This is an optimization exercise on Yosys and OpenROAD, whose aim is small area, a short achievable clock period and few clock cycles per item, not a production implementation.
Function was not checked in any run shown here: the RTL went through the layout flow alone.
No activity file was given, so power comes from the tool's default toggle rates.

==> design/flow/design.v <==
module single_divider (Clk, a_in, d_in, q_out, r_out);
input Clk;
input [7:0] a_in, d_in;
output [7:0] q_out, r_out;
wire [0:0] x0 = a_in[7:7];
wire [1:0] b_0;
wire [0:0] df_0;
assign b_0[0] = 1'b0;
assign df_0[0] = x0[0] ^ d_in[0] ^ b_0[0];
assign b_0[1] = (~x0[0] & d_in[0]) | (~(x0[0] ^ d_in[0]) & b_0[0]);
wire ge_0 = (d_in[7:1] == 0) && !b_0[1];
wire [0:0] r1 = ge_0 ? df_0 : x0;
wire [0:0] qq1 = {ge_0};
wire [6:0] aa1 = a_in[6:0];
wire [1:0] x1 = {r1, aa1[6:6]};
wire [2:0] b_1;
wire [1:0] df_1;
assign b_1[0] = 1'b0;
assign df_1[0] = x1[0] ^ d_in[0] ^ b_1[0];
assign b_1[1] = (~x1[0] & d_in[0]) | (~(x1[0] ^ d_in[0]) & b_1[0]);
assign df_1[1] = x1[1] ^ d_in[1] ^ b_1[1];
assign b_1[2] = (~x1[1] & d_in[1]) | (~(x1[1] ^ d_in[1]) & b_1[1]);
wire ge_1 = (d_in[7:2] == 0) && !b_1[2];
wire [1:0] r2 = ge_1 ? df_1 : x1;
wire [1:0] qq2 = {qq1, ge_1};
wire [5:0] aa2 = aa1[5:0];
wire [2:0] x2 = {r2, aa2[5:5]};
wire [3:0] b_2;
wire [2:0] df_2;
assign b_2[0] = 1'b0;
assign df_2[0] = x2[0] ^ d_in[0] ^ b_2[0];
assign b_2[1] = (~x2[0] & d_in[0]) | (~(x2[0] ^ d_in[0]) & b_2[0]);
assign df_2[1] = x2[1] ^ d_in[1] ^ b_2[1];
assign b_2[2] = (~x2[1] & d_in[1]) | (~(x2[1] ^ d_in[1]) & b_2[1]);
assign df_2[2] = x2[2] ^ d_in[2] ^ b_2[2];
assign b_2[3] = (~x2[2] & d_in[2]) | (~(x2[2] ^ d_in[2]) & b_2[2]);
wire ge_2 = (d_in[7:3] == 0) && !b_2[3];
wire [2:0] r3 = ge_2 ? df_2 : x2;
wire [2:0] qq3 = {qq2, ge_2};
wire [4:0] aa3 = aa2[4:0];
wire [3:0] x3 = {r3, aa3[4:4]};
wire [4:0] b_3;
wire [3:0] df_3;
assign b_3[0] = 1'b0;
assign df_3[0] = x3[0] ^ d_in[0] ^ b_3[0];
assign b_3[1] = (~x3[0] & d_in[0]) | (~(x3[0] ^ d_in[0]) & b_3[0]);
assign df_3[1] = x3[1] ^ d_in[1] ^ b_3[1];
assign b_3[2] = (~x3[1] & d_in[1]) | (~(x3[1] ^ d_in[1]) & b_3[1]);
assign df_3[2] = x3[2] ^ d_in[2] ^ b_3[2];
assign b_3[3] = (~x3[2] & d_in[2]) | (~(x3[2] ^ d_in[2]) & b_3[2]);
assign df_3[3] = x3[3] ^ d_in[3] ^ b_3[3];
assign b_3[4] = (~x3[3] & d_in[3]) | (~(x3[3] ^ d_in[3]) & b_3[3]);
wire ge_3 = (d_in[7:4] == 0) && !b_3[4];
wire [3:0] r4 = ge_3 ? df_3 : x3;
wire [3:0] qq4 = {qq3, ge_3};
wire [3:0] aa4 = aa3[3:0];
reg [3:0] r_p1;
always @(posedge Clk) r_p1 <= r4;
reg [3:0] a_p1;
always @(posedge Clk) a_p1 <= aa4;
reg [3:0] q_p1;
always @(posedge Clk) q_p1 <= qq4;
reg [7:0] d_p1;
always @(posedge Clk) d_p1 <= d_in;
wire [4:0] x4 = {r_p1, a_p1[3:3]};
wire [5:0] b_4;
wire [4:0] df_4;
assign b_4[0] = 1'b0;
assign df_4[0] = x4[0] ^ d_p1[0] ^ b_4[0];
assign b_4[1] = (~x4[0] & d_p1[0]) | (~(x4[0] ^ d_p1[0]) & b_4[0]);
assign df_4[1] = x4[1] ^ d_p1[1] ^ b_4[1];
assign b_4[2] = (~x4[1] & d_p1[1]) | (~(x4[1] ^ d_p1[1]) & b_4[1]);
assign df_4[2] = x4[2] ^ d_p1[2] ^ b_4[2];
assign b_4[3] = (~x4[2] & d_p1[2]) | (~(x4[2] ^ d_p1[2]) & b_4[2]);
assign df_4[3] = x4[3] ^ d_p1[3] ^ b_4[3];
assign b_4[4] = (~x4[3] & d_p1[3]) | (~(x4[3] ^ d_p1[3]) & b_4[3]);
assign df_4[4] = x4[4] ^ d_p1[4] ^ b_4[4];
assign b_4[5] = (~x4[4] & d_p1[4]) | (~(x4[4] ^ d_p1[4]) & b_4[4]);
wire ge_4 = (d_p1[7:5] == 0) && !b_4[5];
wire [4:0] r5 = ge_4 ? df_4 : x4;
wire [4:0] qq5 = {q_p1, ge_4};
wire [2:0] aa5 = a_p1[2:0];
wire [5:0] x5 = {r5, aa5[2:2]};
wire [6:0] b_5;
wire [5:0] df_5;
assign b_5[0] = 1'b0;
assign df_5[0] = x5[0] ^ d_p1[0] ^ b_5[0];
assign b_5[1] = (~x5[0] & d_p1[0]) | (~(x5[0] ^ d_p1[0]) & b_5[0]);
assign df_5[1] = x5[1] ^ d_p1[1] ^ b_5[1];
assign b_5[2] = (~x5[1] & d_p1[1]) | (~(x5[1] ^ d_p1[1]) & b_5[1]);
assign df_5[2] = x5[2] ^ d_p1[2] ^ b_5[2];
assign b_5[3] = (~x5[2] & d_p1[2]) | (~(x5[2] ^ d_p1[2]) & b_5[2]);
assign df_5[3] = x5[3] ^ d_p1[3] ^ b_5[3];
assign b_5[4] = (~x5[3] & d_p1[3]) | (~(x5[3] ^ d_p1[3]) & b_5[3]);
assign df_5[4] = x5[4] ^ d_p1[4] ^ b_5[4];
assign b_5[5] = (~x5[4] & d_p1[4]) | (~(x5[4] ^ d_p1[4]) & b_5[4]);
assign df_5[5] = x5[5] ^ d_p1[5] ^ b_5[5];
assign b_5[6] = (~x5[5] & d_p1[5]) | (~(x5[5] ^ d_p1[5]) & b_5[5]);
wire ge_5 = (d_p1[7:6] == 0) && !b_5[6];
wire [5:0] r6 = ge_5 ? df_5 : x5;
wire [5:0] qq6 = {qq5, ge_5};
wire [1:0] aa6 = aa5[1:0];
reg [5:0] r_p2;
always @(posedge Clk) r_p2 <= r6;
reg [1:0] a_p2;
always @(posedge Clk) a_p2 <= aa6;
reg [5:0] q_p2;
always @(posedge Clk) q_p2 <= qq6;
reg [7:0] d_p2;
always @(posedge Clk) d_p2 <= d_p1;
wire [6:0] x6 = {r_p2, a_p2[1:1]};
wire [7:0] b_6;
wire [6:0] df_6;
assign b_6[0] = 1'b0;
assign df_6[0] = x6[0] ^ d_p2[0] ^ b_6[0];
assign b_6[1] = (~x6[0] & d_p2[0]) | (~(x6[0] ^ d_p2[0]) & b_6[0]);
assign df_6[1] = x6[1] ^ d_p2[1] ^ b_6[1];
assign b_6[2] = (~x6[1] & d_p2[1]) | (~(x6[1] ^ d_p2[1]) & b_6[1]);
assign df_6[2] = x6[2] ^ d_p2[2] ^ b_6[2];
assign b_6[3] = (~x6[2] & d_p2[2]) | (~(x6[2] ^ d_p2[2]) & b_6[2]);
assign df_6[3] = x6[3] ^ d_p2[3] ^ b_6[3];
assign b_6[4] = (~x6[3] & d_p2[3]) | (~(x6[3] ^ d_p2[3]) & b_6[3]);
assign df_6[4] = x6[4] ^ d_p2[4] ^ b_6[4];
assign b_6[5] = (~x6[4] & d_p2[4]) | (~(x6[4] ^ d_p2[4]) & b_6[4]);
assign df_6[5] = x6[5] ^ d_p2[5] ^ b_6[5];
assign b_6[6] = (~x6[5] & d_p2[5]) | (~(x6[5] ^ d_p2[5]) & b_6[5]);
assign df_6[6] = x6[6] ^ d_p2[6] ^ b_6[6];
assign b_6[7] = (~x6[6] & d_p2[6]) | (~(x6[6] ^ d_p2[6]) & b_6[6]);
wire ge_6 = (d_p2[7:7] == 0) && !b_6[7];
wire [6:0] r7 = ge_6 ? df_6 : x6;
wire [6:0] qq7 = {q_p2, ge_6};
wire [0:0] aa7 = a_p2[0:0];
reg [6:0] r_p3;
always @(posedge Clk) r_p3 <= r7;
reg [0:0] a_p3;
always @(posedge Clk) a_p3 <= aa7;
reg [6:0] q_p3;
always @(posedge Clk) q_p3 <= qq7;
reg [7:0] d_p3;
always @(posedge Clk) d_p3 <= d_p2;
wire [7:0] x7 = {r_p3, a_p3[0:0]};
wire [8:0] b_7;
wire [7:0] df_7;
assign b_7[0] = 1'b0;
assign df_7[0] = x7[0] ^ d_p3[0] ^ b_7[0];
assign b_7[1] = (~x7[0] & d_p3[0]) | (~(x7[0] ^ d_p3[0]) & b_7[0]);
assign df_7[1] = x7[1] ^ d_p3[1] ^ b_7[1];
assign b_7[2] = (~x7[1] & d_p3[1]) | (~(x7[1] ^ d_p3[1]) & b_7[1]);
assign df_7[2] = x7[2] ^ d_p3[2] ^ b_7[2];
assign b_7[3] = (~x7[2] & d_p3[2]) | (~(x7[2] ^ d_p3[2]) & b_7[2]);
assign df_7[3] = x7[3] ^ d_p3[3] ^ b_7[3];
assign b_7[4] = (~x7[3] & d_p3[3]) | (~(x7[3] ^ d_p3[3]) & b_7[3]);
assign df_7[4] = x7[4] ^ d_p3[4] ^ b_7[4];
assign b_7[5] = (~x7[4] & d_p3[4]) | (~(x7[4] ^ d_p3[4]) & b_7[4]);
assign df_7[5] = x7[5] ^ d_p3[5] ^ b_7[5];
assign b_7[6] = (~x7[5] & d_p3[5]) | (~(x7[5] ^ d_p3[5]) & b_7[5]);
assign df_7[6] = x7[6] ^ d_p3[6] ^ b_7[6];
assign b_7[7] = (~x7[6] & d_p3[6]) | (~(x7[6] ^ d_p3[6]) & b_7[6]);
assign df_7[7] = x7[7] ^ d_p3[7] ^ b_7[7];
assign b_7[8] = (~x7[7] & d_p3[7]) | (~(x7[7] ^ d_p3[7]) & b_7[7]);
wire ge_7 = 1'b1 && !b_7[8];
wire [7:0] r8 = ge_7 ? df_7 : x7;
wire [7:0] qq8 = {q_p3, ge_7};
assign q_out = qq8;
assign r_out = r8;
endmodule
`timescale 1 ns / 100 ps
module Out_of_Order_divider (clk, rst, start, memory_write_complete, dd_addr, dd_data, qr_we, qr_addr, qr_data);
input clk, rst, start;
output memory_write_complete;
output [4:0] dd_addr;
input [15:0] dd_data;
output qr_we;
output [4:0] qr_addr;
output [15:0] qr_data;
reg [5:0] cnt;
reg run;
wire last = run && (cnt == 6'd34);
always @(posedge clk, posedge rst)
begin
  if (rst) begin
    cnt <= 6'd0;
    run <= 1'b0;
  end else if (last) begin
    cnt <= 6'd0;
    run <= 1'b0;
  end else if (start || run) begin
    cnt <= cnt + 6'd1;
    run <= 1'b1;
  end
end
wire [5:0] wcnt = cnt - 6'd3;
assign dd_addr = cnt[4:0];
assign qr_we = run && (cnt >= 6'd3);
assign qr_addr = wcnt[4:0];
assign memory_write_complete = last;
single_divider divider (.Clk(clk), .a_in(dd_data[15:8]), .d_in(dd_data[7:0]), .q_out(qr_data[15:8]), .r_out(qr_data[7:0]));
endmodule
==> design/flow/flow/run.sh <==
#!/bin/bash
# The standard layout, with every input and output port buffered by a
# sky130_fd_sc_hd__buf_1 instead of the resizer's default choice.
set -euo pipefail
bash standard.sh BUFFER_PORTS_ARGS="-buffer_cell sky130_fd_sc_hd__buf_1" ADDER_MAP_FILE= finish > standard.log 2>&1
==> design/flow/standard.sh <==
#!/bin/bash
# synth_recipe.tcl (not shown) runs the flow's synth.tcl, then flattens the netlist and writes it again
# the make line also repeats each setting of config.mk as NAME=value (left out here)
make -C /OpenROAD-flow-scripts/flow DESIGN_CONFIG=/design/flow/config.mk WORK_HOME=/design/flow/orfs CLKGATE_MAP_FILE= SYNTH_SCRIPT=/design/flow/synth_recipe.tcl "${@:-finish}"
==> design/flow/config.mk <==
export PLATFORM = sky130hd
export DESIGN_NAME = Out_of_Order_divider
export DESIGN_NICKNAME = Out_of_Order_divider
export VERILOG_FILES = /design/flow/design.v
export SDC_FILE = /design/flow/constraint.sdc
export NUM_CORES = 4
export LEC_CHECK = 0
export CAP_MARGIN = 20
export CORE_MARGIN = 2
export CORE_UTILIZATION = 40
export PLACE_DENSITY = 0.6
export SLEW_MARGIN = 20
==> design/flow/constraint.sdc <==
create_clock -name core_clock -period 6.0 [get_ports {clk}]
set_input_delay 1.2000 -clock core_clock [delete_from_list [all_inputs] [get_ports {clk}]]
set_output_delay 1.2000 -clock core_clock [all_outputs]
set_load 0.01 [all_outputs]
==> run summary, run 1 <==
Final Hold Viols 0; CTS Buf Count 9; Post-Place Worst Slack 1.616 ns; max-slew violations 0; most used cell, CP maj3_2; Mapped Area 3239 um2; post-detail-place hpwl 4444 um; initial antenna violation count 0; post-layout min period 4.759 ns; Hold Path Sink divider.q_p2[4]; Slew @ Worst Pin 0.6714 ns; status no timing/DRC/antenna violations; fmax 0.2101 GHz; Port-buffer cells 46; fill cell count 756; initial core utilization 0.4170; most frequent cells in the layout dfxtp_1 (65), buf_1 (46), xnor2_1 (34); DRT antenna net count 0; WL final 5740 um; Iter 0 DRT Violations 81; Gate Count Post-Synth 345; syn avg cell area 9.389 um2; DRC 0; sequential fraction of the synthesis area 0.4558; Post-CTS Hold Buffers 0; Setup crit end kind primary output; Ys Warns 2; synth unique cells 61; slowest stage delay, CP 0.34 ns; antenna diode count 0; Post-synth ARST share 0.09722; arrival time at the worst endpoint 3.56 ns; post-synth top area cell dfxtp_1; dpl cells 478; pwr dens 352.3 nW/um2; Clock Sinks 72; non-filler cells, final 494; GRT Residual Overflow 0; die span in y 93.99 um; RSZ-0062 raised after global routing false; Post-synth EDFFs 0; DIE WIDTH 93.99 um; Final Cycle Share 0.7931; Setup crit start kind flop; max_cap viols 0; number of setup violations in the final report 0; CTS resizes 0; VDD IR-drop max 0.1215 mV; FF-to-FF End divider.r_p2[2]; Finished Core Util 0.4692; area of the multi-input gates 1575 um2; deepest clock path buffer count 2; root buffer cell clkbuf_8; most common cell after layout, fill and taps aside dfxtp_1; CTS tree yes; vias in the first global route 2262; io pins 47; syn nets 364; Cells on Worst Hold Path 0; Sum Neg Setup Slack 0 ns; critical path required time 4.80 ns; # H-tree levels 3; wire per inst 11.62 um; Final Skew 0.01054 ns; First-pass DRT Iterations 4; Main synth FF type dfxtp_1; layout cells sized above 1 0.09184; CP Buf/Inv Count 1; postcts setup bufs 0; CTS clk-pin slew, worst paths 0.08 ns; Slowest-stage cell, CP maj3_2; final worst slack 1.241 ns; Slew Limit Headroom 0.5461; Vias 2403; worst skew pair latency 0.34 ns; Yosys reg bits 72; placer's final routability congestion estimate 0.8184; share of the synthesized area in the top cell type 0.4017; global-route wire length before repair 9715 um; num rows 32; flop-to-flop setup slack 2.68 ns; Global Route Usage Sum 0.1399; CP max FO 6; NumNets Final 406; full die area 8834 um2; Min Hold Slack 0.3178 ns; Leak 1.404 nW; largest cells by area after synthesis dfxtp_1 (40%), xnor2_1 (9.2%), dfrtp_1 (5.4%); Reg area 1476 um2; reg-to-reg startpoint divider.d_p1[0]; CP delay by family, top adder cells; vias per cell 4.864; Critical Path, Cell by Cell nor2b_2 -> maj3_2 -> maj3_2 -> maj3_2 -> maj3_2 -> maj3_2 -> maj3_2 -> o21a_4 -> nor2_1 -> xnor2_1 -> buf_1; Hold Path Origin divider.q_p1[2]; R2R depth 11; Area Overhead vs Synth 12.51%; largest net degree at the start of global routing 17; kind of critical path reg2out; Hold Crit Class reg2reg; Placeable Area 7767 um2
## power by group
| part | total, mW | internal [mW] | switching, mW | leakage [nW] |
|---|---|---|---|---|
| registers | 0.593 | 0.532 | 0.0613 | 0.623 |
| clock network | 0.359 | 0.191 | 0.168 | 0.100 |
| logic | 0.331 | 0.149 | 0.182 | 0.681 |
| total | 1.28 | 0.872 | 0.412 | 1.40 |
## cell usage after synthesis, types with 4 or more instances
| cell | instances |
|---|---|
| nor2_1 | 27 |
| nor2b_1 | 8 |
| nor4_1 | 4 |
| buf_4 | 8 |
| a21oi_1 | 7 |
| xnor2_1 | 34 |
| nand2_1 | 23 |
| nor3_1 | 13 |
| dfxtp_1 | 65 |
| or3_1 | 4 |
| nand3_1 | 6 |
| clkbuf_1 | 7 |
| inv_1 | 25 |
| maj3_2 | 10 |
| nand2b_1 | 6 |
| o21ai_0 | 15 |
| xor2_1 | 14 |
| dfrtp_1 | 7 |
## how the worst max path moves through the flow
stage / from / depth (start not counted) / slack [ns] / endpoint
global placement: dd_data[2] / 13 / 1.68 / divider.r_p1[1]
detailed placement: divider.d_p3[0] / 11 / 1.62 / qr_data[5]
CTS: divider.d_p3[0] / 11 / 1.23 / qr_data[5]
global route: divider.d_p3[0] / 11 / 1.04 / qr_data[5]
finish: divider.d_p3[0] / 11 / 1.24 / qr_data[5]
floorplan: divider.d_p3[0] / 11 / 1.81 / qr_data[0]
## sequential cells by signal, summed over array words and instances, names as in the netlist, 6 cells and up
register	count
cnt	6
divider.q_p3	7
divider.d_p3	8
divider.r_p3	7
divider.d_p2	8
divider.d_p1	8
divider.q_p2	6
divider.r_p2	6
## metrics by stage
| step | instance area [um2] | total power, mW |
|---|---|---|
| after detailed placement | 3457 | 0.9396 |
| after floorplan | 3239 | 0.8751 |
| after CTS | 3645 | 1.304 |
| after global placement | 3457 | 0.9329 |
| final | 3645 | 1.284 |
| after global routing | 3645 | 1.373 |
## metal layers
metal	global-route usage	part of all wire
met1	0.1559	0.44
met2	0.2446	0.50
met3	0.04093	0.035
met4	0.06401	0.024
met5	0	0
## cells by family after synthesis
logic type | share of synthesized area
AOI/OAI and AO/OA | 0.1333
xor gates and xnor gates | 0.1298
adders and majority gates | 0.04403
buffers and inverters | 0.05794
DFF | 0.4558
muxes | 0.01622
and+or+nand+nor | 0.1630
## layout make-up
class                      instances  area share
clock buffer                      10     0.03502
sequential                        72      0.4051
multi-input combinational        231      0.4322
tap                              102     0.03502
clock inverter                     6     0.01648
timing repair buffer              47     0.04943
inverter                          26     0.02678
==> inputs of run 2 (changes only) <==
--- a/design/flow/design.v
+++ b/design/flow/design.v
@@ -40,3 +40,11 @@
 wire [4:0] aa3 = aa2[4:0];
-wire [3:0] x3 = {r3, aa3[4:4]};
+reg [2:0] r_p1;
+always @(posedge Clk) r_p1 <= r3;
+reg [4:0] a_p1;
+always @(posedge Clk) a_p1 <= aa3;
+reg [2:0] q_p1;
+always @(posedge Clk) q_p1 <= qq3;
+reg [7:0] d_p1;
+always @(posedge Clk) d_p1 <= d_in;
+wire [3:0] x3 = {r_p1, a_p1[4:4]};
 wire [4:0] b_3;
@@ -44,23 +52,15 @@
 assign b_3[0] = 1'b0;
-assign df_3[0] = x3[0] ^ d_in[0] ^ b_3[0];
-assign b_3[1] = (~x3[0] & d_in[0]) | (~(x3[0] ^ d_in[0]) & b_3[0]);
-assign df_3[1] = x3[1] ^ d_in[1] ^ b_3[1];
-assign b_3[2] = (~x3[1] & d_in[1]) | (~(x3[1] ^ d_in[1]) & b_3[1]);
-assign df_3[2] = x3[2] ^ d_in[2] ^ b_3[2];
-assign b_3[3] = (~x3[2] & d_in[2]) | (~(x3[2] ^ d_in[2]) & b_3[2]);
-assign df_3[3] = x3[3] ^ d_in[3] ^ b_3[3];
-assign b_3[4] = (~x3[3] & d_in[3]) | (~(x3[3] ^ d_in[3]) & b_3[3]);
-wire ge_3 = (d_in[7:4] == 0) && !b_3[4];
+assign df_3[0] = x3[0] ^ d_p1[0] ^ b_3[0];
+assign b_3[1] = (~x3[0] & d_p1[0]) | (~(x3[0] ^ d_p1[0]) & b_3[0]);
+assign df_3[1] = x3[1] ^ d_p1[1] ^ b_3[1];
+assign b_3[2] = (~x3[1] & d_p1[1]) | (~(x3[1] ^ d_p1[1]) & b_3[1]);
+assign df_3[2] = x3[2] ^ d_p1[2] ^ b_3[2];
+assign b_3[3] = (~x3[2] & d_p1[2]) | (~(x3[2] ^ d_p1[2]) & b_3[2]);
+assign df_3[3] = x3[3] ^ d_p1[3] ^ b_3[3];
+assign b_3[4] = (~x3[3] & d_p1[3]) | (~(x3[3] ^ d_p1[3]) & b_3[3]);
+wire ge_3 = (d_p1[7:4] == 0) && !b_3[4];
 wire [3:0] r4 = ge_3 ? df_3 : x3;
-wire [3:0] qq4 = {qq3, ge_3};
-wire [3:0] aa4 = aa3[3:0];
-reg [3:0] r_p1;
-always @(posedge Clk) r_p1 <= r4;
-reg [3:0] a_p1;
-always @(posedge Clk) a_p1 <= aa4;
-reg [3:0] q_p1;
-always @(posedge Clk) q_p1 <= qq4;
-reg [7:0] d_p1;
-always @(posedge Clk) d_p1 <= d_in;
-wire [4:0] x4 = {r_p1, a_p1[3:3]};
+wire [3:0] qq4 = {q_p1, ge_3};
+wire [3:0] aa4 = a_p1[3:0];
+wire [4:0] x4 = {r4, aa4[3:3]};
 wire [5:0] b_4;
@@ -80,4 +80,4 @@
 wire [4:0] r5 = ge_4 ? df_4 : x4;
-wire [4:0] qq5 = {q_p1, ge_4};
-wire [2:0] aa5 = a_p1[2:0];
+wire [4:0] qq5 = {qq4, ge_4};
+wire [2:0] aa5 = aa4[2:0];
 wire [5:0] x5 = {r5, aa5[2:2]};
==> run 2 against run 1 <==
Net effect: still clean on timing, DRC and antenna; sequential share of layout area decreased by 1.8 points; die area rose by 2.5%; sequential power fell by 0.7%; final cell count up 4.3%; fmax is 8.3% lower; global-route usage up 0.060 points; combinational power rose by 2%; first-iteration DRC count shrank 21%; cell area grew 3.2%; sequential cell count down 1; synthesized cell count increased by 4.3%; synthesized area is 2.6% higher; largest cell class unchanged; highest routed layer unchanged.
==> run summary, run 2 <==
Net Sw Frac 0.3317 (was 0.3209); Placeable Area 8134 um2 (was 7767 um2); max-slew violations 0 (unchanged); post-layout min period 5.187 ns (was 4.759 ns); global-route wire length before repair 10010 um (was 9715 um); worst skew pair latency 0.34 ns (about the same); Port-buffer cells 46 (unchanged); GRT busiest layer met2 (unchanged); Sum Neg Setup Slack 0 ns (unchanged); io pins 47 (unchanged); Post-Place Worst Slack 1.161 ns (was 1.616 ns); met1 Resource Use GR 0.1671 (was 0.1559); deepest clock path buffer count 2 (unchanged); status no timing/DRC/antenna violations (unchanged); FF-to-FF End divider.r_p2[1] (was divider.r_p2[2]); dpl cells 499 (was 478); logic gate share of total power 0.260 (was 0.258); RSZ-0062 raised after global routing false (unchanged); WL final 5957 um (was 5740 um); Seq pwr share 0.451 (was 0.462); DIE WIDTH 95.15 um (was 93.99 um); Cells on Worst Hold Path 0 (unchanged); Yosys reg bits 71 (was 72); antenna diode count 0 (unchanged); vias in the first global route 2306 (was 2262); non-filler cells, final 515 (was 494); postcts setup bufs 0 (unchanged); CTS Buf Count 9 (unchanged); Main synth FF type dfxtp_1 (unchanged); initial antenna violation count 0 (unchanged); Slew @ Worst Pin 0.8208 ns (was 0.6714 ns); CP max FO 7 (was 6); syn nets 379 (was 364); Vias 2543 (was 2403); Clock Sinks 71 (was 72); Setup crit end kind primary output (unchanged); NumNets Final 424 (was 406); First-pass DRT Iterations 4 (unchanged); num rows 33 (was 32); Area Overhead vs Synth 13.18% (was 12.51%); GRT Residual Overflow 0 (unchanged); CTS tree yes (unchanged); Setup crit start kind flop (unchanged); Ys Warns 2 (unchanged); Leak 1.448 nW (was 1.404 nW); arrival time at the worst endpoint 3.99 ns (was 3.56 ns); GRT met2 Usage 0.2394 (was 0.2446); critical path required time 4.80 ns (about the same); Iter 0 DRT Violations 64 (was 81); clock power share 0.289 (was 0.280); Slew Limit Headroom 0.4477 (was 0.5461); final worst slack 0.8132 ns (was 1.241 ns); number of setup violations in the final report 0 (unchanged); Critical Path, Cell by Cell nor2b_1 -> maj3_1 -> maj3_1 -> maj3_1 -> maj3_1 -> nor2_1 -> a21oi_1 -> maj3_1 -> maj3_1 -> nor3_1 -> xor2_1 -> buf_1 (was nor2b_2 -> maj3_2 -> maj3_2 -> maj3_2 -> maj3_2 -> maj3_2 -> maj3_2 -> o21a_4 -> nor2_1 -> xnor2_1 -> buf_1); critical path depth 12 (was 11); Global Route Usage Sum 0.1405 (was 0.1399); most frequent cells in the layout dfxtp_1 (64), buf_1 (46), nand2_1 (33), xnor2_1 (33), nor2_1 (30) (was dfxtp_1 (65), buf_1 (46), xnor2_1 (34)); post-detail-place hpwl 4564 um (was 4444 um); vias per cell 4.938 (was 4.864); Slowest-stage cell, CP maj3_1 (was maj3_2); Final Hold Viols 0 (unchanged); Gate Count Post-Synth 360 (was 345); largest cells by area after synthesis dfxtp_1 (39%), xnor2_1 (8.7%), dfrtp_1 (5.3%) (was dfxtp_1 (40%), xnor2_1 (9.2%), dfrtp_1 (5.4%)); root buffer cell clkbuf_8 (unchanged); cell internal pwr 0.8726 mW (was 0.8719 mW); Hold Crit Class reg2reg (unchanged); Post-synth EDFFs 0 (unchanged); Post-CTS Hold Buffers 0 (unchanged); top flop regs divider.d_p1 x8, divider.d_p2 x8, divider.d_p3 x8 (unchanged); CP Buf/Inv Count 1 (unchanged); pwr dens 347.2 nW/um2 (was 352.3 nW/um2); # H-tree levels 3 (unchanged); fmax 0.1928 GHz (was 0.2101 GHz); R2R depth 15 (was 11); reg-to-reg startpoint divider.d_p1[0] (unchanged); DRC 0 (unchanged); sw power 0.4332 mW (was 0.4121 mW); largest net degree at the start of global routing 17 (unchanged); Post-synth ARST share 0.09859 (was 0.09722); most common library cells after synthesis dfxtp_1 (64), nand2_1 (33), xnor2_1 (33), nor2_1 (30), inv_1 (25) (was dfxtp_1 (65), xnor2_1 (34), nor2_1 (27), inv_1 (25), nand2_1 (23)); syn avg cell area 9.231 um2 (was 9.389 um2); max_cap viols 0 (unchanged); Min Hold Slack 0.3288 ns (was 0.3178 ns); placer's final routability congestion estimate 0.8425 (was 0.8184); die span in y 95.15 um (was 93.99 um); layout cells sized above 1 0.09756 (was 0.09184); most common cell after layout, fill and taps aside dfxtp_1 (unchanged); fill cell count 812 (was 756); met3 usage 0.04111 (was 0.04093); Final Power 1.306 mW (was 1.284 mW); sequential fraction of the synthesis area 0.4383 (was 0.4558); Final Cycle Share 0.8645 (was 0.7931); initial core utilization 0.4086 (was 0.4170); full die area 9054 um2 (was 8834 um2); wire per inst 11.57 um (was 11.62 um); Finished Core Util 0.4624 (was 0.4692); CTS clk-pin slew, worst paths 0.08 ns (about the same); Mapped Area 3323 um2 (was 3239 um2); CP delay by family, top adder cells (unchanged); finished layout cell area 3761 um2 (was 3645 um2); CTS resizes 0 (unchanged); post-synth top area cell dfxtp_1 (unchanged); flop-to-flop setup slack 1.43 ns (was 2.68 ns); share of the synthesized area in the top cell type 0.3855 (was 0.4017); Hold Path Sink divider.q_p2[3] (was divider.q_p2[4]); most used cell, CP maj3_1 (was maj3_2); DRT antenna net count 0 (unchanged); kind of critical path reg2out (unchanged); count leader, synth dfxtp_1 (unchanged); DP Area 3558 um2 (was 3457 um2); slowest stage delay, CP 0.47 ns (was 0.34 ns); Final Skew 0.008682 ns (was 0.01054 ns); Hold Path Origin divider.q_p1[0] (was divider.q_p1[2]); VDD IR-drop max 0.1192 mV (was 0.1215 mV); synth unique cells 64 (was 61)
-- run 2: kinds of logic (layout without fill, tap and decap cells) --
| logic type | Yosys count | count (layout) | synth area share |
|---|---|---|---|
| compound gates | 68 | 68 | 0.1559 |
| xor+xnor | 46 | 46 | 0.1235 |
| fa+ha+maj | 11 | 11 | 0.03351 |
| buf+inv | 38 | 88 | 0.05007 |
| flops | 71 | 71 | 0.4383 |
| mux | 4 | 4 | 0.01393 |
| simple gates | 122 | 122 | 0.1849 |
-- run 2: metal layers --
| layer | part of all wire | vias up | wire [um] |
|---|---|---|---|
| li1 | - | 1333 | - |
| met1 | 0.45 | 1157 | 2703 |
| met2 | 0.49 | 48 | 2946 |
| met3 | 0.041 | 5 | 247 |
| met4 | 0.0099 | 0 | 59 |
| met5 | 0 | - | 0 |
-- run 2: how the worst max path moves through the flow --
stage	start	end
3_3_place_gp	divider.d_p3[0]	qr_data[5]
3_5_place_dp	divider.d_p3[0]	qr_data[5]
5_1_grt	divider.d_p3[0]	qr_data[5]
4_1_cts	divider.d_p3[0]	qr_data[5]
6_report	divider.d_p3[0]	qr_data[5]
2_1_floorplan	divider.d_p3[0]	qr_data[5]
-- run 2: final cells by class --
cell class | count | area (um2) | area share
Clock buffer | 9 | 123.9 | 0.03293
Clock inverter | 7 | 78.83 | 0.02096
Inverter | 26 | 97.59 | 0.02595
Multi-Input combinational cell | 251 | 1700 | 0.4521
Sequential cell | 71 | 1456 | 0.3872
Tap cell | 105 | 131.4 | 0.03493
Timing Repair Buffer | 46 | 172.7 | 0.04591
-- run 2: power by group through the flow --
stage / registers, mW / logic, mW / clock network (mW)
final: 0.589 / 0.339 / 0.378
after global routing: 0.599 / 0.387 / 0.412
after detailed placement: 0.599 / 0.343 / 0
after global placement: 0.598 / 0.336 / 0
after floorplan: 0.572 / 0.302 / 0
after CTS: 0.588 / 0.344 / 0.393
==> inputs of run 3 (changes only) <==
--- a/design/flow/design.v
+++ b/design/flow/design.v
@@ -132,33 +132,7 @@
 wire [0:0] aa7 = a_p2[0:0];
-reg [6:0] r_p3;
-always @(posedge Clk) r_p3 <= r7;
-reg [0:0] a_p3;
-always @(posedge Clk) a_p3 <= aa7;
-reg [6:0] q_p3;
-always @(posedge Clk) q_p3 <= qq7;
-reg [7:0] d_p3;
-always @(posedge Clk) d_p3 <= d_p2;
-wire [7:0] x7 = {r_p3, a_p3[0:0]};
-wire [8:0] b_7;
-wire [7:0] df_7;
-assign b_7[0] = 1'b0;
-assign df_7[0] = x7[0] ^ d_p3[0] ^ b_7[0];
-assign b_7[1] = (~x7[0] & d_p3[0]) | (~(x7[0] ^ d_p3[0]) & b_7[0]);
-assign df_7[1] = x7[1] ^ d_p3[1] ^ b_7[1];
-assign b_7[2] = (~x7[1] & d_p3[1]) | (~(x7[1] ^ d_p3[1]) & b_7[1]);
-assign df_7[2] = x7[2] ^ d_p3[2] ^ b_7[2];
-assign b_7[3] = (~x7[2] & d_p3[2]) | (~(x7[2] ^ d_p3[2]) & b_7[2]);
-assign df_7[3] = x7[3] ^ d_p3[3] ^ b_7[3];
-assign b_7[4] = (~x7[3] & d_p3[3]) | (~(x7[3] ^ d_p3[3]) & b_7[3]);
-assign df_7[4] = x7[4] ^ d_p3[4] ^ b_7[4];
-assign b_7[5] = (~x7[4] & d_p3[4]) | (~(x7[4] ^ d_p3[4]) & b_7[4]);
-assign df_7[5] = x7[5] ^ d_p3[5] ^ b_7[5];
-assign b_7[6] = (~x7[5] & d_p3[5]) | (~(x7[5] ^ d_p3[5]) & b_7[5]);
-assign df_7[6] = x7[6] ^ d_p3[6] ^ b_7[6];
-assign b_7[7] = (~x7[6] & d_p3[6]) | (~(x7[6] ^ d_p3[6]) & b_7[6]);
-assign df_7[7] = x7[7] ^ d_p3[7] ^ b_7[7];
-assign b_7[8] = (~x7[7] & d_p3[7]) | (~(x7[7] ^ d_p3[7]) & b_7[7]);
-wire ge_7 = 1'b1 && !b_7[8];
-wire [7:0] r8 = ge_7 ? df_7 : x7;
-wire [7:0] qq8 = {q_p3, ge_7};
+wire [7:0] x7 = {r7, aa7[0:0]};
+wire ge_7_1 = 1'b1 && (x7 >= d_p2[7:0]);
+wire [7:0] df_7_1 = x7 - d_p2[7:0];
+wire [7:0] r8 = ge_7_1 ? df_7_1 : x7;
+wire [7:0] qq8 = {qq7, ge_7_1};
 assign q_out = qq8;
@@ -177,3 +151,3 @@
 reg run;
-wire last = run && (cnt == 6'd34);
+wire last = run && (cnt == 6'd33);
 always @(posedge clk, posedge rst)
@@ -191,5 +165,5 @@
 end
-wire [5:0] wcnt = cnt - 6'd3;
+wire [5:0] wcnt = cnt - 6'd2;
 assign dd_addr = cnt[4:0];
-assign qr_we = run && (cnt >= 6'd3);
+assign qr_we = run && (cnt >= 6'd2);
 assign qr_addr = wcnt[4:0];
==> run 3 against run 2 <==
Net effect: core utilization is 0.71 points lower; clock-buffer cell count is 3 lower; still clean; hold slack better by 0.0051 ns; largest cell class unchanged; global-route usage is 2.9 points higher.
==> run summary, run 3 <==
most common library cells after synthesis dfxtp_1 (41), nor2_1 (40), nand2_1 (38), xnor2_1 (31), inv_1 (27) (was dfxtp_1 (64), nand2_1 (33), xnor2_1 (33), nor2_1 (30), inv_1 (25)); WL final 7211 um (was 5957 um); Slew Limit Headroom 0.6204 (was 0.4477); VDD IR-drop max 0.1533 mV (was 0.1192 mV); max_cap viols 0 (unchanged); First-pass DRT Iterations 4 (unchanged); synth unique cells 84 (was 64); vias in the first global route 2647 (was 2306); DRC 0 (unchanged); io pins 47 (unchanged); max-slew violations 0 (unchanged); Setup crit end kind primary output (unchanged); status no timing/DRC/antenna violations (unchanged); Final Power 1.009 mW (was 1.306 mW); largest cells by area after synthesis dfxtp_1 (25%), xnor2_1 (8.3%), dfrtp_1 (5.4%) (was dfxtp_1 (39%), xnor2_1 (8.7%), dfrtp_1 (5.3%)); RSZ-0062 raised after global routing false (unchanged); Placeable Area 7807 um2 (was 8134 um2); fill cell count 804 (was 812); full die area 8896 um2 (was 9054 um2); Iter 0 DRT Violations 91 (was 64); largest net degree at the start of global routing 16 (was 17); met1 Resource Use GR 0.2227 (was 0.1671); Global Route Usage Sum 0.1697 (was 0.1405); Final Cycle Share 0.9526 (was 0.8645); Clock Sinks 48 (was 71); initial core utilization 0.4179 (was 0.4086); top flop regs divider.d_p1 x8, divider.d_p2 x8 (was divider.d_p1 x8, divider.d_p2 x8, divider.d_p3 x8); GRT Residual Overflow 0 (unchanged); Final Hold Viols 0 (unchanged); vias per cell 5.230 (was 4.938); Mapped Area 3263 um2 (was 3323 um2); Setup crit start kind flop (unchanged); Port-buffer cells 46 (unchanged); Slew @ Worst Pin 0.5686 ns (was 0.8208 ns); post-layout min period 5.716 ns (was 5.187 ns); CTS Buf Count 5 (was 9); NumNets Final 456 (was 424); placer's final routability congestion estimate 0.8466 (was 0.8425); DP Area 3430 um2 (was 3558 um2); antenna diode count 0 (unchanged); Critical Path, Cell by Cell nand2b_1 -> a221oi_2 -> o31ai_2 -> a31oi_4 -> o21a_1 -> nor3_1 -> xnor2_1 -> maj3_1 -> o31ai_2 -> maj3_2 -> maj3_2 -> o21bai_2 -> and3_1 -> nor4_1 -> a2111oi_1 -> buf_1 (was nor2b_1 -> maj3_1 -> maj3_1 -> maj3_1 -> maj3_1 -> nor2_1 -> a21oi_1 -> maj3_1 -> maj3_1 -> nor3_1 -> xor2_1 -> buf_1); most frequent cells in the layout buf_1 (46), dfxtp_1 (41), nor2_1 (40) (was dfxtp_1 (64), buf_1 (46), nand2_1 (33), xnor2_1 (33), nor2_1 (30)); most common cell after layout, fill and taps aside buf_1 (was dfxtp_1); sequential fraction of the synthesis area 0.3052 (was 0.4383); Vias 2824 (was 2543); die span in y 94.32 um (was 95.15 um); Post-synth EDFFs 0 (unchanged); Sum Neg Setup Slack 0 ns (unchanged); Post-synth ARST share 0.1458 (was 0.09859); Main synth FF type dfxtp_1 (unchanged); count leader, synth dfxtp_1 (unchanged); deepest clock path buffer count 2 (unchanged); met3 usage 0.02648 (was 0.04111); Min Hold Slack 0.3338 ns (was 0.3288 ns); Area Overhead vs Synth 8.934% (was 13.18%); slowest stage delay, CP 0.44 ns (was 0.47 ns); syn avg cell area 8.097 um2 (was 9.231 um2); initial antenna violation count 0 (unchanged); # H-tree levels 2 (was 3); Ys Warns 2 (unchanged); Gate Count Post-Synth 403 (was 360); Cells on Worst Hold Path 0 (unchanged); post-detail-place hpwl 5585 um (was 4564 um); num rows 32 (was 33); CTS clk-pin slew, worst paths 0.09 ns (was 0.08 ns); root buffer cell clkbuf_8 (unchanged); Slowest-stage cell, CP dfxtp_1 (was maj3_1); Leak 1.378 nW (was 1.448 nW); Hold Crit Class reg2reg (unchanged); worst skew pair latency 0.30 ns (was 0.34 ns); finished layout cell area 3555 um2 (was 3761 um2); critical path required time 4.80 ns (about the same); GRT busiest layer met2 (unchanged); fmax 0.1750 GHz (was 0.1928 GHz); layout cells sized above 1 0.09132 (was 0.09756); CP max FO 9 (was 7); pwr dens 283.9 nW/um2 (was 347.2 nW/um2); R2R depth 15 (unchanged); Yosys reg bits 48 (was 71); Final Skew 0.006494 ns (was 0.008682 ns); CTS tree yes (unchanged); kind of critical path reg2out (unchanged); DIE WIDTH 94.32 um (was 95.15 um); GRT met2 Usage 0.2768 (was 0.2394); DRT antenna net count 0 (unchanged); post-synth top area cell dfxtp_1 (unchanged); global-route wire length before repair 12280 um (was 10010 um); number of setup violations in the final report 0 (unchanged); arrival time at the worst endpoint 4.52 ns (was 3.99 ns); syn nets 422 (was 379); share of the synthesized area in the top cell type 0.2515 (was 0.3855); wire per inst 13.35 um (was 11.57 um)
-- run 3: cell types whose count changed in the layout (fill, tap and decap cells not counted), moves of 5 or more --
cell / delta
a21oi_1: +8
dfxtp_1: -23
nor3_1: -5
nand3_1: +8
nor2_1: +10
nand2_1: +5
maj3_1: -5
-- run 3: what timing repair did --
| action | 4_1_cts | 5_1_grt |
|---|---|---|
| resized for setup | 0 | 2 |
| setup endpoints to repair | 0 | 1 |
| buffers inserted | 0 | 2 |
| hold buffers | 0 | 0 |
-- run 3: power by group --
group,internal [mW],switching [mW]
clock,0.0943,0.107
sequential,0.358,0.0607
combinational,0.172,0.216
total,0.625,0.384
-- run 3: cell families after synthesis --
group / synth area share
DFF: 0.3052
adders and majority gates: 0.02991
muxes: 0.01534
buffers and inverters: 0.07668
AOI/OAI and AO/OA: 0.2258
xor gates and xnor gates: 0.1074
and+or+nand+nor: 0.2396
-- run 3: path summary, 6_finish.rpt --
check                                start         endpoint  slack, ns
hold reg to reg            divider.a_p1[0]  divider.a_p2[0]       0.33
min in group asynchronous              rst           cnt[0]       0.80
setup reg to reg           divider.d_p1[0]  divider.r_p2[1]       1.17
hold / removal             divider.a_p1[0]  divider.a_p2[0]       0.33
max in group asynchronous              rst           cnt[4]       4.99
setup / recovery           divider.a_p2[1]       qr_data[1]       0.28
-- run 3: per-layer routing --
metal	share of wire	vias up
li1	-	1477
met1	0.46	1268
met2	0.47	64
met3	0.040	15
met4	0.029	0
met5	0	-
-- run 3: worst max-delay path: cells and delay by family, from the launching register on --
kind                       cells  cell delay (ns)
xor gates and xnor gates       1             0.23
and+or+nand+nor                4             0.89
adders and majority gates      3             0.95
DFF                            1             0.44
AOI/OAI and AO/OA              7             1.51
buffers and inverters          1             0.19
-- run 3: through the flow --
step | setup WS, ns | std cells | util
after floorplan | 0.8561 | 403 | -
after global placement | 0.6743 | 530 | 0.4393
after detailed placement | 0.6139 | 530 | 0.4393
after CTS | 0.2505 | 538 | 0.4516
after global routing | 0.05705 | 540 | 0.4553
final | 0.2845 | 540 | 0.4553
-- run 3: area by class of cell --
class	count	area, um2	area share
inverter	29	108.9	0.03062
timing repair buffer	49	195.2	0.05491
sequential	48	996.0	0.2802
clock inverter	2	13.76	0.003872
clock buffer	6	82.58	0.02323
tap	102	127.6	0.03590
multi-input combinational	304	2031	0.5713
==> inputs of run 4 (changes only) <==
--- a/design/flow/design.v
+++ b/design/flow/design.v
@@ -111,22 +111,6 @@
 wire [6:0] x6 = {r_p2, a_p2[1:1]};
-wire [7:0] b_6;
-wire [6:0] df_6;
-assign b_6[0] = 1'b0;
-assign df_6[0] = x6[0] ^ d_p2[0] ^ b_6[0];
-assign b_6[1] = (~x6[0] & d_p2[0]) | (~(x6[0] ^ d_p2[0]) & b_6[0]);
-assign df_6[1] = x6[1] ^ d_p2[1] ^ b_6[1];
-assign b_6[2] = (~x6[1] & d_p2[1]) | (~(x6[1] ^ d_p2[1]) & b_6[1]);
-assign df_6[2] = x6[2] ^ d_p2[2] ^ b_6[2];
-assign b_6[3] = (~x6[2] & d_p2[2]) | (~(x6[2] ^ d_p2[2]) & b_6[2]);
-assign df_6[3] = x6[3] ^ d_p2[3] ^ b_6[3];
-assign b_6[4] = (~x6[3] & d_p2[3]) | (~(x6[3] ^ d_p2[3]) & b_6[3]);
-assign df_6[4] = x6[4] ^ d_p2[4] ^ b_6[4];
-assign b_6[5] = (~x6[4] & d_p2[4]) | (~(x6[4] ^ d_p2[4]) & b_6[4]);
-assign df_6[5] = x6[5] ^ d_p2[5] ^ b_6[5];
-assign b_6[6] = (~x6[5] & d_p2[5]) | (~(x6[5] ^ d_p2[5]) & b_6[5]);
-assign df_6[6] = x6[6] ^ d_p2[6] ^ b_6[6];
-assign b_6[7] = (~x6[6] & d_p2[6]) | (~(x6[6] ^ d_p2[6]) & b_6[6]);
-wire ge_6 = (d_p2[7:7] == 0) && !b_6[7];
-wire [6:0] r7 = ge_6 ? df_6 : x6;
-wire [6:0] qq7 = {q_p2, ge_6};
+wire ge_6_1 = (d_p2[7:7] == 0) && (x6 >= d_p2[6:0]);
+wire [6:0] df_6_1 = x6 - d_p2[6:0];
+wire [6:0] r7 = ge_6_1 ? df_6_1 : x6;
+wire [6:0] qq7 = {q_p2, ge_6_1};
 wire [0:0] aa7 = a_p2[0:0];
==> run 4 against run 3 <==
Net effect: non-clock buffer count is 3 lower; final cell count increased by 1.1%; fmax grew 2.7%; hold slack lost 0.0012 ns; die area is 5.3% higher; synthesized cell count is 2.7% higher; synthesized area is 5.5% higher; register-to-register slack better by 0.46 ns; sequential cell count unchanged; critical path type unchanged; largest power group unchanged.
==> run summary, run 4 <==
Clock Sinks 48 (unchanged); Final Power 1.006 mW (was 1.009 mW); Ys Warns 2 (unchanged); Post-synth ARST share 0.1458 (unchanged); synth unique cells 79 (was 84); CP max FO 12 (was 9); most common library cells after synthesis dfxtp_1 (41), nand2_1 (33), xnor2_1 (30), nor2_1 (29), inv_1 (21) (was dfxtp_1 (41), nor2_1 (40), nand2_1 (38), xnor2_1 (31), inv_1 (27)); Slew Limit Headroom 0.5558 (was 0.6204); largest cells by area after synthesis dfxtp_1 (24%), xnor2_1 (7.6%), dfrtp_1 (5.1%) (was dfxtp_1 (25%), xnor2_1 (8.3%), dfrtp_1 (5.4%)); Gate Count Post-Synth 414 (was 403); final worst slack 0.4367 ns (was 0.2845 ns); global-route wire length before repair 13050 um (was 12280 um); share of the synthesized area in the top cell type 0.2385 (was 0.2515); top flop regs divider.d_p1 x8, divider.d_p2 x8 (unchanged); reg-to-reg startpoint divider.d_p1[1] (was divider.d_p1[0]); slowest stage delay, CP 0.55 ns (was 0.44 ns); CTS Buf Count 5 (unchanged); status no timing/DRC/antenna violations (unchanged); Mapped Area 3442 um2 (was 3263 um2); Post-synth EDFFs 0 (unchanged); sequential fraction of the synthesis area 0.2893 (was 0.3052); largest net degree at the start of global routing 19 (was 16); deepest clock path buffer count 2 (unchanged); Yosys reg bits 48 (unchanged); fill cell count 839 (was 804); DIE WIDTH 96.77 um (was 94.32 um); syn nets 433 (was 422); vias per cell 5.562 (was 5.230); Hold Crit Class reg2reg (unchanged); max-slew violations 0 (unchanged); full die area 9363 um2 (was 8896 um2); VDD IR-drop max 0.1217 mV (was 0.1533 mV); Iter 0 DRT Violations 142 (was 91); Worst Setup SP divider.d_p2[0] (was divider.a_p2[1]); DRC 0 (unchanged); Finished Core Util 0.4457 (was 0.4553); RSZ-0062 raised after global routing false (unchanged); First-pass DRT Iterations 6 (was 4); Hold Path Origin divider.q_p1[0] (was divider.a_p1[0]); Placeable Area 8299 um2 (was 7807 um2); CTS resizes 0 (unchanged); Port-buffer cells 46 (unchanged); Min Hold Slack 0.3327 ns (was 0.3338 ns); initial antenna violation count 0 (unchanged); # H-tree levels 2 (unchanged); Sum Neg Setup Slack 0 ns (unchanged); GRT Residual Overflow 0 (unchanged); Leak 1.356 nW (was 1.378 nW); pwr dens 272.1 nW/um2 (was 283.9 nW/um2); wire per inst 14.08 um (was 13.35 um); kind of critical path reg2out (unchanged); placer's final routability congestion estimate 0.8228 (was 0.8466); dpl cells 538 (was 530); num rows 33 (was 32); root buffer cell clkbuf_8 (unchanged); post-detail-place hpwl 5941 um (was 5585 um); initial core utilization 0.4147 (was 0.4179); DRT antenna net count 0 (unchanged); Setup crit end kind primary output (unchanged); Global Route Usage Sum 0.1633 (was 0.1697); WL final 7687 um (was 7211 um); count leader, synth dfxtp_1 (unchanged); max_cap viols 0 (unchanged); non-filler cells, final 546 (was 540); NumNets Final 459 (was 456); CP delay by family, top compound AO/OA/AOI/OAI gates (unchanged); most common cell after layout, fill and taps aside buf_1 (unchanged); Setup crit start kind flop (unchanged); syn avg cell area 8.314 um2 (was 8.097 um2); post-synth top area cell dfxtp_1 (unchanged); fmax 0.1798 GHz (was 0.1750 GHz); Post-Place Worst Slack 0.7915 ns (was 0.6139 ns); Slew @ Worst Pin 0.6654 ns (was 0.5686 ns); Main synth FF type dfxtp_1 (unchanged); Final Cycle Share 0.9272 (was 0.9526); vias in the first global route 2826 (was 2647); die span in y 96.77 um (was 94.32 um); CTS tree yes (unchanged); critical path required time 4.80 ns (about the same); Final Skew 0.01269 ns (was 0.006494 ns); Vias 3037 (was 2824); Final Hold Viols 0 (unchanged); CTS clk-pin slew, worst paths 0.09 ns (about the same); antenna diode count 0 (unchanged); most frequent cells in the layout buf_1 (46), dfxtp_1 (41), nand2_1 (33) (was buf_1 (46), dfxtp_1 (41), nor2_1 (40)); Critical Path, Cell by Cell nor2b_2 -> a211oi_1 -> o31ai_1 -> a41o_1 -> nor2_4 -> and2_1 -> o311ai_1 -> maj3_2 -> o21ai_1 -> o22ai_1 -> maj3_2 -> o21ai_1 -> a311oi_2 -> xnor2_1 -> buf_1 (was nand2b_1 -> a221oi_2 -> o31ai_2 -> a31oi_4 -> o21a_1 -> nor3_1 -> xnor2_1 -> maj3_1 -> o31ai_2 -> maj3_2 -> maj3_2 -> o21bai_2 -> and3_1 -> nor4_1 -> a2111oi_1 -> buf_1); post-layout min period 5.563 ns (was 5.716 ns); Post-CTS Hold Buffers 0 (unchanged); finished layout cell area 3699 um2 (was 3555 um2); arrival time at the worst endpoint 4.36 ns (was 4.52 ns); DP Area 3602 um2 (was 3430 um2); layout cells sized above 1 0.08163 (was 0.09132); io pins 47 (unchanged); Slowest-stage cell, CP dfxtp_1 (unchanged); Area Overhead vs Synth 7.452% (was 8.934%); worst skew pair latency 0.31 ns (was 0.30 ns); postcts setup bufs 0 (unchanged); CP Buf/Inv Count 1 (unchanged); number of setup violations in the final report 0 (unchanged)
==> run 4: cell count changes in the layout (fill, tap and decap cells not counted), sizes merged, moves of 4 or more <==
cell     before  now
a2111oi       5    1
a211oi        3    7
a21oi        18   14
a22oi         0    5
inv          29   22
nand2        38   33
nand2b        7   12
nor2         40   31
nor2b         7   11
o21ai        18   24
or2           5    1
xor2          9   18
==> run 4: cell families (layout without fill, tap and decap cells) <==
family	Yosys count	in the layout	synth area share
and+or+nand+nor	152	152	0.2461
DFF	48	48	0.2894
xor gates and xnor gates	48	48	0.1221
buffers and inverters	48	75	0.06470
adders and majority gates	7	7	0.02145
muxes	6	6	0.01781
AOI/OAI and AO/OA	105	105	0.2385
==> run 4: where the power goes <==
group / switching, mW / internal, mW
registers: 0.0655 / 0.358
logic: 0.213 / 0.165
clock network: 0.111 / 0.0944
==> run 4: path summary, 6_finish.rpt <==
check / endpoint / slack, ns / depth (start not counted)
worst max-delay path: qr_data[1] / 0.44 / 15
worst min-delay path: divider.q_p2[3] / 0.33 / 0
worst max register to register: divider.r_p2[1] / 1.63 / 14
worst min register to register: divider.q_p2[3] / 0.33 / 0
max in group asynchronous: cnt[0] / 4.99 / 2
min in group asynchronous: cnt[1] / 0.80 / 2
==> run 4: routing by layer <==
metal,global-route usage,wire length (um),vias to the layer above
li1,-,-,1532
met1,0.2127,3598,1437
met2,0.2815,3770,60
met3,0.02095,215,8
met4,0.04984,102,0
met5,0,0,-
==> run 4: cell type report <==
| type | count | area [um2] | area share |
|---|---|---|---|
| Inverter | 21 | 78.83 | 0.02131 |
| Multi-Input combinational cell | 318 | 2223 | 0.6011 |
| Clock inverter | 2 | 13.76 | 0.003721 |
| Clock buffer | 6 | 82.58 | 0.02233 |
| Timing Repair Buffer | 46 | 172.7 | 0.04668 |
| Tap cell | 105 | 131.4 | 0.03552 |
| Sequential cell | 48 | 996.0 | 0.2693 |
==> inputs of run 5 (changes only) <==
--- a/design/flow/design.v
+++ b/design/flow/design.v
@@ -102,17 +102,33 @@
 wire [1:0] aa6 = aa5[1:0];
-reg [5:0] r_p2;
-always @(posedge Clk) r_p2 <= r6;
-reg [1:0] a_p2;
-always @(posedge Clk) a_p2 <= aa6;
-reg [5:0] q_p2;
-always @(posedge Clk) q_p2 <= qq6;
+wire [6:0] x6 = {r6, aa6[1:1]};
+wire [7:0] b_6;
+wire [6:0] df_6;
+assign b_6[0] = 1'b0;
+assign df_6[0] = x6[0] ^ d_p1[0] ^ b_6[0];
+assign b_6[1] = (~x6[0] & d_p1[0]) | (~(x6[0] ^ d_p1[0]) & b_6[0]);
+assign df_6[1] = x6[1] ^ d_p1[1] ^ b_6[1];
+assign b_6[2] = (~x6[1] & d_p1[1]) | (~(x6[1] ^ d_p1[1]) & b_6[1]);
+assign df_6[2] = x6[2] ^ d_p1[2] ^ b_6[2];
+assign b_6[3] = (~x6[2] & d_p1[2]) | (~(x6[2] ^ d_p1[2]) & b_6[2]);
+assign df_6[3] = x6[3] ^ d_p1[3] ^ b_6[3];
+assign b_6[4] = (~x6[3] & d_p1[3]) | (~(x6[3] ^ d_p1[3]) & b_6[3]);
+assign df_6[4] = x6[4] ^ d_p1[4] ^ b_6[4];
+assign b_6[5] = (~x6[4] & d_p1[4]) | (~(x6[4] ^ d_p1[4]) & b_6[4]);
+assign df_6[5] = x6[5] ^ d_p1[5] ^ b_6[5];
+assign b_6[6] = (~x6[5] & d_p1[5]) | (~(x6[5] ^ d_p1[5]) & b_6[5]);
+assign df_6[6] = x6[6] ^ d_p1[6] ^ b_6[6];
+assign b_6[7] = (~x6[6] & d_p1[6]) | (~(x6[6] ^ d_p1[6]) & b_6[6]);
+wire ge_6 = (d_p1[7:7] == 0) && !b_6[7];
+wire [6:0] r7 = ge_6 ? df_6 : x6;
+wire [6:0] qq7 = {qq6, ge_6};
+wire [0:0] aa7 = aa6[0:0];
+reg [6:0] r_p2;
+always @(posedge Clk) r_p2 <= r7;
+reg [0:0] a_p2;
+always @(posedge Clk) a_p2 <= aa7;
+reg [6:0] q_p2;
+always @(posedge Clk) q_p2 <= qq7;
 reg [7:0] d_p2;
 always @(posedge Clk) d_p2 <= d_p1;
-wire [6:0] x6 = {r_p2, a_p2[1:1]};
-wire ge_6_1 = (d_p2[7:7] == 0) && (x6 >= d_p2[6:0]);
-wire [6:0] df_6_1 = x6 - d_p2[6:0];
-wire [6:0] r7 = ge_6_1 ? df_6_1 : x6;
-wire [6:0] qq7 = {q_p2, ge_6_1};
-wire [0:0] aa7 = a_p2[0:0];
-wire [7:0] x7 = {r7, aa7[0:0]};
+wire [7:0] x7 = {r_p2, a_p2[0:0]};
 wire ge_7_1 = 1'b1 && (x7 >= d_p2[7:0]);
@@ -120,3 +136,3 @@
 wire [7:0] r8 = ge_7_1 ? df_7_1 : x7;
-wire [7:0] qq8 = {qq7, ge_7_1};
+wire [7:0] qq8 = {q_p2, ge_7_1};
 assign q_out = qq8;
==> run 5 against run 4 <==
Net effect: still clean; synthesized cell count is 9.4% lower; core utilization increased by 3.1 points; sequential share of layout area grew 0.89 points; clock-buffer cell count is the same; non-clock buffer count increased by 19.
==> run summary, run 5 <==
Final Power 1.063 mW (was 1.006 mW); Post-synth EDFFs 0 (unchanged); Reg area 1020 um2 (was 996.0 um2); max_cap viols 0 (unchanged); Yosys reg bits 49 (was 48); synth unique cells 73 (was 79); DRC 0 (unchanged); vias in the first global route 2506 (was 2826); full die area 8631 um2 (was 9363 um2); top flop regs divider.d_p1 x8, divider.d_p2 x8 (unchanged); Post-synth ARST share 0.1429 (was 0.1458); WL final 7191 um (was 7687 um); io pins 47 (unchanged); area of the multi-input gates 2009 um2 (was 2223 um2); CTS Buf Count 5 (unchanged); largest cells by area after synthesis dfxtp_1 (27%), xnor2_1 (9.4%), dfrtp_1 (5.5%) (was dfxtp_1 (24%), xnor2_1 (7.6%), dfrtp_1 (5.1%)); critical path required time 6.21 ns (was 4.80 ns); number of setup violations in the final report 0 (unchanged); arrival time at the worst endpoint 5.92 ns (was 4.36 ns); DRT antenna net count 0 (unchanged); max-slew violations 0 (unchanged); GRT Residual Overflow 0 (unchanged); Area Overhead vs Synth 15.95% (was 7.452%); Final Skew 0.01175 ns (was 0.01269 ns); count leader, synth dfxtp_1 (unchanged); Setup crit start kind flop (unchanged); status no timing/DRC/antenna violations (unchanged); initial core utilization 0.4113 (was 0.4147); Slew @ Worst Pin 0.5799 ns (was 0.6654 ns); syn avg cell area 8.431 um2 (was 8.314 um2); root buffer cell clkbuf_8 (unchanged); kind of critical path reg2reg (was reg2out); First-pass DRT Iterations 4 (was 6); Placeable Area 7687 um2 (was 8299 um2); fmax 0.1751 GHz (was 0.1798 GHz); num rows 32 (was 33); Final Hold Viols 0 (unchanged); Ys Warns 2 (unchanged); Vias 2758 (was 3037); die span in y 92.91 um (was 96.77 um); CTS clk-pin slew, worst paths 0.09 ns (about the same); fill cell count 749 (was 839); vias per cell 5.223 (was 5.562); most common library cells after synthesis dfxtp_1 (42), xnor2_1 (34), nand2_1 (32), nor2_1 (27), inv_1 (20) (was dfxtp_1 (41), nand2_1 (33), xnor2_1 (30), nor2_1 (29), inv_1 (21)); Main synth FF type dfxtp_1 (unchanged); global-route wire length before repair 11860 um (was 13050 um); Post-Place Worst Slack 0.3291 ns (was 0.7915 ns); share of the synthesized area in the top cell type 0.2659 (was 0.2385); worst skew pair latency 0.31 ns (about the same); Leak 1.368 nW (was 1.356 nW); post-detail-place hpwl 5327 um (was 5941 um); Final Cycle Share 0.9520 (was 0.9272); post-synth top area cell dfxtp_1 (unchanged); Gate Count Post-Synth 375 (was 414); Hold Crit Class reg2reg (unchanged); Iter 0 DRT Violations 139 (was 142); final worst slack 0.2881 ns (was 0.4367 ns); Sum Neg Setup Slack 0 ns (unchanged); dpl cells 517 (was 538); CTS tree yes (unchanged); largest net degree at the start of global routing 17 (was 19); pwr dens 289.9 nW/um2 (was 272.1 nW/um2); placer's final routability congestion estimate 0.8538 (was 0.8228); Slew Limit Headroom 0.6093 (was 0.5558); NumNets Final 444 (was 459); Clock Sinks 49 (was 48); wire per inst 13.62 um (was 14.08 um); post-layout min period 5.712 ns (was 5.563 ns); sequential fraction of the synthesis area 0.3213 (was 0.2893); layout cells sized above 1 0.1408 (was 0.08163); deepest clock path buffer count 2 (unchanged); Port-buffer cells 46 (unchanged); DIE WIDTH 92.91 um (was 96.77 um); # H-tree levels 2 (unchanged); initial antenna violation count 0 (unchanged); most common cell after layout, fill and taps aside buf_1 (unchanged); CP max FO 7 (was 12); Setup crit end kind flop (was primary output); Mapped Area 3162 um2 (was 3442 um2); Global Route Usage Sum 0.1703 (was 0.1633); VDD IR-drop max 0.1400 mV (was 0.1217 mV); most frequent cells in the layout buf_1 (46), dfxtp_1 (39), xnor2_1 (34) (was buf_1 (46), dfxtp_1 (41), nand2_1 (33)); syn nets 394 (was 433); antenna diode count 0 (unchanged); non-filler cells, final 528 (was 546)
[run 5: changes by cell type after synthesis, sizes merged, moves of 5 or more]
cell / previous run / this run
xor2: 18 / 9
nand2b: 12 / 5
o21ai: 24 / 18
a22oi: 5 / 0
xnor2: 30 / 35
[run 5: worst paths after layout]
kind,startpoint,to,slack [ns],depth (start not counted)
worst max register to register,divider.d_p1[1],divider.r_p2[0],0.29,20
max in group asynchronous,rst,cnt[1],5.02,2
worst min-delay path,divider.a_p1[0],divider.a_p2,0.33,0
min in group asynchronous,rst,cnt[3],0.78,2
worst max-delay path,divider.d_p1[1],divider.r_p2[0],0.29,20
worst min register to register,divider.a_p1[0],divider.a_p2,0.33,0
[run 5: cell type report]
type / count / area share
Clock inverter: 2 / 0.01058
Sequential cell: 49 / 0.2782
Multi-Input combinational cell: 282 / 0.5481
Tap cell: 102 / 0.03481
Clock buffer: 6 / 0.01980
Timing Repair Buffer: 65 / 0.08601
Inverter: 22 / 0.02253
[run 5: metal layers]
metal,up-vias,share of wire,track usage
met5,-,0,0
met4,0,0.017,0.06373
met3,10,0.031,0.03011
met2,54,0.46,0.2633
met1,1267,0.49,0.2368
li1,1427,-,-
[run 5: where the power goes]
part	internal (mW)	switching [mW]	total [mW]	leakage [nW]
Combinational	0.174	0.222	0.396	0.881
Sequential	0.371	0.0532	0.424	0.431
Clock	0.126	0.116	0.242	0.0558
[run 5: timing repair]
| action | CTS | global route |
|---|---|---|
| setup endpoints to repair | 0 | 6 |
| hold endpoints to repair | 0 | 0 |
| setup buffers | 0 | 2 |
| hold buffers | 0 | 0 |
| resized for setup | 0 | 14 |
[run 5: per-stage QoR]
step | hold slack (ns) | instance area (um2) | util
global route | 0.3432 | 3666 | 0.4769
CTS | 0.3351 | 3575 | 0.4650
floorplan | 0.3096 | 3162 | -
finish | 0.3329 | 3666 | 0.4769
global placement | 0.3121 | 3463 | 0.4505
detailed placement | 0.3121 | 3463 | 0.4505
[run 5: logic make-up (layout without fill, tap and decap cells)]
logic type / after synthesis / after routing / share of synthesized area
buffers and inverters: 45 / 95 / 0.06608
DFF: 49 / 49 / 0.3213
muxes: 5 / 5 / 0.01583
adders and majority gates: 4 / 4 / 0.01266
AOI/OAI and AO/OA: 88 / 89 / 0.2264
and+or+nand+nor: 140 / 140 / 0.2335
xor gates and xnor gates: 44 / 44 / 0.1243
[run 5: worst max-delay path, stage by stage, from the launching register on]
cell,delay (ns)
dfxtp_1,0.34
nand2b_1,0.23
a221o_2,0.47
a211oi_2,0.28
a311oi_4,0.08
o31ai_4,0.41
a21oi_2,0.16
or4_4,0.57
nand2_1,0.13
nor4_1,0.06
or4_4,0.58
a211oi_4,0.24
buf_4,0.18
o22ai_1,0.15
o31ai_2,0.35
o221ai_2,0.19
a31oi_4,0.23
o21ai_1,0.18
a221oi_4,0.46
nand2_1,0.12
xnor2_1,0.21

[afterwards: timing with drivers on the ports]
Ports are ideal in the flow. The routed layouts listed here were re-timed in OpenROAD. Step 1 sets driving cells, clkbuf_16 on the clock port and buf_2 on the other inputs (assumed; they add their load-dependent delay and slew). Step 2 adds t to the input delays and takes it off the output delays; t is the mean of the earliest and latest rising clock arrival at the registers after step 1. Input paths then give back, and output paths get back, about the clock's delay inside the block. a / b / c = ideal ports / drivers / drivers and shift; a / b = the first two.
| run | shift t [ns] | slack for setup (ns) | latest minus earliest clock arrival (ns) | slew at the worst register clock pin (ns) | worst slew at a driven data input, ns |
|---|---|---|---|---|---|
| run 1 | 0.367 | 1.241 / 1.211 / 1.578 | 0.012 / 0.012 | 0.08 / 0.08 | 0.03 |
| run 2 | 0.364 | 0.813 / 0.786 / 1.150 | 0.010 / 0.011 | 0.08 / 0.08 | 0.03 |
| run 3 | 0.323 | 0.284 / 0.255 / 0.577 | 0.006 / 0.007 | 0.09 / 0.09 | 0.03 |
| run 4 | 0.330 | 0.437 / 0.407 / 0.736 | 0.013 / 0.013 | 0.10 / 0.10 | 0.04 |
| run 5 | 0.331 | 0.288 / 0.288 / 0.288 | 0.011 / 0.012 | 0.10 / 0.10 | 0.04 |
After both steps setup and hold are still met in every run listed.
